From an optimization exercise on the open Yosys and OpenROAD flow, aimed at small area and a short achievable clock period; shortcuts taken in it are not production practice.
The RTL was checked by simulation tests, not by an equivalence proof against the original design.
Power is estimated from default activity; no workload was simulated.

## bit_population_counter_top
module bit_population_counter_top (
  input  logic         clk_i,
  input  logic         srst_i,
  input  logic [127:0] data_i,
  input  logic         data_val_i,
  output logic [6:0]   data_o,
  output logic         data_val_o
);
  wire s1 = data_i[0] ^ data_i[100] ^ data_i[101];
  wire c2 = (data_i[0] & data_i[100]) | (data_i[0] & data_i[101]) | (data_i[100] & data_i[101]);
  wire s3 = data_i[102] ^ data_i[103] ^ data_i[104];
  wire c4 = (data_i[102] & data_i[103]) | (data_i[102] & data_i[104]) | (data_i[103] & data_i[104]);
  wire s5 = data_i[105] ^ data_i[106] ^ data_i[107];
  wire c6 = (data_i[105] & data_i[106]) | (data_i[105] & data_i[107]) | (data_i[106] & data_i[107]);
  wire s7 = data_i[108] ^ data_i[109] ^ data_i[10];
  wire c8 = (data_i[108] & data_i[109]) | (data_i[108] & data_i[10]) | (data_i[109] & data_i[10]);
  wire s9 = data_i[110] ^ data_i[111] ^ data_i[112];
  wire c10 = (data_i[110] & data_i[111]) | (data_i[110] & data_i[112]) | (data_i[111] & data_i[112]);
  wire s11 = data_i[113] ^ data_i[114] ^ data_i[115];
  wire c12 = (data_i[113] & data_i[114]) | (data_i[113] & data_i[115]) | (data_i[114] & data_i[115]);
  wire s13 = data_i[116] ^ data_i[117] ^ data_i[118];
  wire c14 = (data_i[116] & data_i[117]) | (data_i[116] & data_i[118]) | (data_i[117] & data_i[118]);
  wire s15 = data_i[119] ^ data_i[11] ^ data_i[120];
  wire c16 = (data_i[119] & data_i[11]) | (data_i[119] & data_i[120]) | (data_i[11] & data_i[120]);
  wire s17 = data_i[121] ^ data_i[122] ^ data_i[123];
  wire c18 = (data_i[121] & data_i[122]) | (data_i[121] & data_i[123]) | (data_i[122] & data_i[123]);
  wire s19 = data_i[124] ^ data_i[125] ^ data_i[126];
  wire c20 = (data_i[124] & data_i[125]) | (data_i[124] & data_i[126]) | (data_i[125] & data_i[126]);
  wire s21 = data_i[127] ^ data_i[12] ^ data_i[13];
  wire c22 = (data_i[127] & data_i[12]) | (data_i[127] & data_i[13]) | (data_i[12] & data_i[13]);
  ...
clock: 2.6 ns
lec_check: 0
cap_margin: 20
core_margin: 2
core_utilization: 40
setup_slack_margin: 1.4
slew_margin: 20
synth_args: -noabc
buffer_ports_args: -buffer_cell sky130_fd_sc_hd__buf_1
cts_args: -sink_clustering_enable -repair_clock_nets -dont_use_dummy_load -buf_list {sky130_fd_sc_hd__clkbuf_4}
standard.sh (not shown) runs the stock make flow with config.mk's settings and CLKGATE_MAP_FILE= SYNTH_SCRIPT=/design/flow/synth_recipe.tcl, a recipe that flattens the netlist after the stock synthesis.
==> flow/flow/run.sh <==
#!/bin/bash
# The standard layout (standard.sh) with three changes to its settings:
#  - Yosys's synth runs without its early "abc -fast" pass (SYNTH_ARGS=-noabc),
#    so extract_fa keeps the RTL's full adders in their true polarity instead
#    of adding inverters around them; the registers are the same;
#  - ports are buffered with plain buf_1 cells instead of delay buffers;
#  - CTS inserts no dummy loads and uses small clock buffers.
# make's output (every step's log is also kept under orfs/logs) goes to flow.log.
set -euo pipefail
cat >> config.mk <<'CFG'
export SYNTH_ARGS = -noabc
export BUFFER_PORTS_ARGS = -buffer_cell sky130_fd_sc_hd__buf_1
export CTS_ARGS = -sink_clustering_enable -repair_clock_nets -dont_use_dummy_load -buf_list {sky130_fd_sc_hd__clkbuf_4}
CFG
bash standard.sh finish > flow.log 2>&1
The starting point completed without violations.
Change:
--- a/flow/flow/run.sh
+++ b/flow/flow/run.sh
@@ -13 +13 @@
-export CTS_ARGS = -sink_clustering_enable -repair_clock_nets -dont_use_dummy_load -buf_list {sky130_fd_sc_hd__clkbuf_4}
+export CTS_ARGS = -repair_clock_nets -dont_use_dummy_load -sink_clustering_enable -buf_list {sky130_fd_sc_hd__clkbuf_4} -wire_unit 50
CTS_ARGS = -repair_clock_nets -dont_use_dummy_load -sink_clustering_enable -buf_list {sky130_fd_sc_hd__clkbuf_4} -wire_unit 50   (was -sink_clustering_enable -repair_clock_nets -dont_use_dummy_load -buf_list {sky130_fd_sc_hd__clkbuf_4})
SETUP_SLACK_MARGIN = default   (was 1.4)
After rerunning:
- global-route usage goes down by 0.60 points
- sequential power went down by about 4%
- critical path depth is unchanged
- sequential share of layout area is higher by 1.9 points
- die area stays the same
- setup slack gains 13 ps
- synthesized area stays the same
Change:
--- a/flow/flow/run.sh
+++ b/flow/flow/run.sh
@@ -13 +13 @@
-export CTS_ARGS = -repair_clock_nets -dont_use_dummy_load -sink_clustering_enable -buf_list {sky130_fd_sc_hd__clkbuf_4} -wire_unit 50
+export CTS_ARGS = -repair_clock_nets -dont_use_dummy_load -sink_clustering_enable -buf_list {sky130_fd_sc_hd__clkbuf_4} -sink_clustering_size 50 -sink_clustering_max_diameter 300 -sink_clustering_buffer sky130_fd_sc_hd__clkbuf_8
CTS_ARGS = -repair_clock_nets -dont_use_dummy_load -sink_clustering_enable -buf_list {sky130_fd_sc_hd__clkbuf_4} -sink_clustering_size 50 -sink_clustering_max_diameter 300 -sink_clustering_buffer sky130_fd_sc_hd__clkbuf_8   (was -repair_clock_nets -dont_use_dummy_load -sink_clustering_enable -buf_list {sky130_fd_sc_hd__clkbuf_4} -wire_unit 50)
The changed run completed with no timing, DRC or antenna violations.
Wire length went down slightly.
Area after synthesis stays the same.
Design area went down slightly.
Worst setup slack hardly moves.
Count of clock-buffer cells in the layout went down by 8.
Total power went down by a few percent.
Combinational power barely changes.
Core utilization went down by 0.50 points.
Global-route usage went up by 0.25 points.
Final cell count went down slightly.
Change:
--- a/flow/flow/run.sh
+++ b/flow/flow/run.sh
@@ -13 +13 @@
-export CTS_ARGS = -repair_clock_nets -dont_use_dummy_load -sink_clustering_enable -buf_list {sky130_fd_sc_hd__clkbuf_4} -sink_clustering_size 50 -sink_clustering_max_diameter 300 -sink_clustering_buffer sky130_fd_sc_hd__clkbuf_8
+export CTS_ARGS = -sink_clustering_enable -repair_clock_nets -buf_list {sky130_fd_sc_hd__clkbuf_4}
CTS_ARGS = -sink_clustering_enable -repair_clock_nets -buf_list {sky130_fd_sc_hd__clkbuf_4}   (was -repair_clock_nets -dont_use_dummy_load -sink_clustering_enable -buf_list {sky130_fd_sc_hd__clkbuf_4} -sink_clustering_size 50 -sink_clustering_max_diameter 300 -sink_clustering_buffer sky130_fd_sc_hd__clkbuf_8)
The changed run completed without violations. Clock power grows by well over a third. Worst setup slack loses 11 ps. Routed wire length rises slightly. Global-route usage rose by 0.21 points. Total power climbs by a little under a tenth. Clock-buffer cell count went up by 4. Utilization climbs by 1.1 points. Critical path depth stays the same. Via count rose slightly. Design area goes up by a few percent. Hold slack is worse by 30 ps.

========
## run 1
bit_population_counter_top again, from the RTL that the note above started with.
Settings: LEC_CHECK=0, CAP_MARGIN=20, CORE_MARGIN=2, CORE_UTILIZATION=40, SETUP_SLACK_MARGIN=1.25, SLEW_MARGIN=20, SYNTH_ARGS=-noabc, BUFFER_PORTS_ARGS=-buffer_cell sky130_fd_sc_hd__buf_1, CTS_ARGS=-sink_clustering_enable -repair_clock_nets -dont_use_dummy_load -buf_list {sky130_fd_sc_hd__clkbuf_4}; clock period 2.6 ns.
==> flow/flow/run.sh <==
#!/bin/bash
# The standard layout (standard.sh) with three changes to its settings:
#  - Yosys's synth runs without its early "abc -fast" pass (SYNTH_ARGS=-noabc),
#    so extract_fa keeps the RTL's full adders in their true polarity instead
#    of adding inverters around them; the registers are the same;
#  - ports are buffered with plain buf_1 cells instead of delay buffers;
#  - CTS inserts no dummy loads and uses small clock buffers.
# make's output (every step's log is also kept under orfs/logs) goes to flow.log.
set -euo pipefail
cat >> config.mk <<'CFG'
export SYNTH_ARGS = -noabc
export BUFFER_PORTS_ARGS = -buffer_cell sky130_fd_sc_hd__buf_1
export CTS_ARGS = -sink_clustering_enable -repair_clock_nets -dont_use_dummy_load -buf_list {sky130_fd_sc_hd__clkbuf_4}
CFG
bash standard.sh finish > flow.log 2>&1
Having completed the whole flow, run 1 delivered a layout that passed the timing, design-rule and antenna checks.
> inputs changed (run 1 -> run 2)
Settings: CTS_ARGS: -sink_clustering_enable -repair_clock_nets -dont_use_dummy_load -buf_list {sky130_fd_sc_hd__clkbuf_4} -> -repair_clock_nets -dont_use_dummy_load -sink_clustering_enable -buf_list {sky130_fd_sc_hd__clkbuf_4 sky130_fd_sc_hd__clkbuf_16} -sink_clustering_size 40 -sink_clustering_max_diameter 200 -sink_clustering_levels 1; SETUP_SLACK_MARGIN: 1.25 -> unset.
diff --git a/flow/flow/run.sh b/flow/flow/run.sh
--- a/flow/flow/run.sh
+++ b/flow/flow/run.sh
@@ -13 +13 @@
-export CTS_ARGS = -sink_clustering_enable -repair_clock_nets -dont_use_dummy_load -buf_list {sky130_fd_sc_hd__clkbuf_4}
+export CTS_ARGS = -repair_clock_nets -dont_use_dummy_load -sink_clustering_enable -buf_list {sky130_fd_sc_hd__clkbuf_4 sky130_fd_sc_hd__clkbuf_16} -sink_clustering_size 40 -sink_clustering_max_diameter 200 -sink_clustering_levels 1
==> results.txt <==
Run 2: done, clean on timing, DRC and antenna
On total via count after detailed routing, the higher figure sits with run 1, not run 2.
Run comparison: run 2 standard cell with the maximum stage delay on the critical path sky130_fd_sc_hd__fa_1; run 1 standard cell with the maximum stage delay on the critical path sky130_fd_sc_hd__fa_2
Total area of sequential cells was higher in the run labelled run 1.
Summary of run 2 over run 1: sum of internal, switching and leakage power moved up, ratio of final minimum period to clock period has decreased, top achievable clock speed rose by 0.016 GHz.
On number of vias per cell: between run 1 and run 2, it ends up lower for run 2.
Portion of total power attributed to the clock network in run 2 vs run 1: up 12 points
The clock latency on the worst-skew pair of run 2 is lower than that of run 1.
Compared with run 1, run 2 shows a lower proportion of final cell area spent on non-clock buffers.
When run 2 is measured against run 1, its global-route usage turns out 0.35 points higher.
On run 2: total routed wire length on the met1 layer is 0.85% lower than what run 1 gave.
[inputs] run 3 vs run 2
Settings: CTS_ARGS: -repair_clock_nets -dont_use_dummy_load -sink_clustering_enable -buf_list {sky130_fd_sc_hd__clkbuf_4 sky130_fd_sc_hd__clkbuf_16} -sink_clustering_size 40 -sink_clustering_max_diameter 200 -sink_clustering_levels 1 -> -sink_clustering_enable -repair_clock_nets -dont_use_dummy_load -buf_list {sky130_fd_sc_hd__clkbuf_4 sky130_fd_sc_hd__clkbuf_8}.
diff --git a/flow/flow/run.sh b/flow/flow/run.sh
--- a/flow/flow/run.sh
+++ b/flow/flow/run.sh
@@ -13 +13 @@
-export CTS_ARGS = -repair_clock_nets -dont_use_dummy_load -sink_clustering_enable -buf_list {sky130_fd_sc_hd__clkbuf_4 sky130_fd_sc_hd__clkbuf_16} -sink_clustering_size 40 -sink_clustering_max_diameter 200 -sink_clustering_levels 1
+export CTS_ARGS = -sink_clustering_enable -repair_clock_nets -dont_use_dummy_load -buf_list {sky130_fd_sc_hd__clkbuf_4 sky130_fd_sc_hd__clkbuf_8}
Results
Run 3 vs run 2, worst setup path endpoint: p2[9]$_DFF_P_ vs p1[1]$_DFF_P_
Run 2 → run 3: power down about 10%; data required time of the worst path flat; post-detailed-route wirelength per cell down about 1.6%; residual overflow from global routing flat.
Changes observed in run 3 relative to run 2: design area -190 um^2; share of total power in the clock network went down 7.5 points; post-synthesis to final-layout area growth went down 3.8 points.
Compared with run 2, run 3 shows number of DRC markers after the initial detailed-route iteration that has gone down by more than a quarter.
In the flow results for run 3 and run 2, the wire length on met1 is larger on run 2.
Aggregate global-route resource usage on run 3 is down relative to run 2.
## Diff of input files: run 4 against run 3
Settings: swapping -sink_clustering_enable -repair_clock_nets -dont_use_dummy_load -buf_list {sky130_fd_sc_hd__clkbuf_4 sky130_fd_sc_hd__clkbuf_8} for -sink_clustering_enable -repair_clock_nets -dont_use_dummy_load -buf_list {sky130_fd_sc_hd__clkbuf_4} in CTS_ARGS.
diff --git a/flow/flow/run.sh b/flow/flow/run.sh
--- a/flow/flow/run.sh
+++ b/flow/flow/run.sh
@@ -13 +13 @@
-export CTS_ARGS = -sink_clustering_enable -repair_clock_nets -dont_use_dummy_load -buf_list {sky130_fd_sc_hd__clkbuf_4 sky130_fd_sc_hd__clkbuf_8}
+export CTS_ARGS = -sink_clustering_enable -repair_clock_nets -dont_use_dummy_load -buf_list {sky130_fd_sc_hd__clkbuf_4}
Findings:
Sequential share of layout area: run 4 > run 3
Global-route wire length before repair: run 4 lower than run 3
Diff run 3 -> run 4: clock insertion delay at the later pin of the skew report picked up an extra 0.06 ns; critical path's largest stage delay lost 0.02 ns; area of all placed cells without fillers lost about 1.8%.

## port drivers added, routing unchanged
The flow's constraints put no driver on any port. The routed layouts listed below were extracted and timed again, unchanged, in two steps.
Step 1 (the two cells are an assumption about what drives the block):
set clk [get_ports {clk_i}]
set_driving_cell -lib_cell sky130_fd_sc_hd__clkbuf_16 $clk
set_driving_cell -lib_cell sky130_fd_sc_hd__buf_2 [delete_from_list [all_inputs] $clk]
Step 2 adds t to the input delays and takes it off the output delays; t is the mean of the earliest and latest rising clock arrival at the registers after step 1. Input paths then give back, and output paths get back, about the clock's delay inside the block.
Slacks: ideal / step 1 / step 2; pairs: ideal / step 1.
| run | t (ns) | setup slack, ns | worst setup path after step 2 |
|---|---|---|---|
| the first run of note 1 | 0.491 | 1.102 / 1.102 / 0.800 | input to register |
| the second run of note 1 | 0.516 | 1.116 / 1.109 / 0.818 | input to register |
| the third run of note 1 | 0.485 | 1.117 / 1.117 / 0.818 | input to register |
| the fourth run of note 1 | 0.516 | 1.106 / 1.104 / 0.813 | input to register |
| run 1 | 0.485 | 1.083 / 1.083 / 0.833 | input to register |
| run 2 | 0.430 | 1.118 / 1.118 / 0.807 | input to register |
| run 3 | 0.436 | 1.119 / 1.119 / 0.809 | input to register |
| run 4 | 0.485 | 1.117 / 1.117 / 0.818 | input to register |
After both steps every run listed still meets setup and hold. For run 2, which loses most, drivers alone change the setup slack by 0.000 ns; drivers and shift together by -0.311 ns.
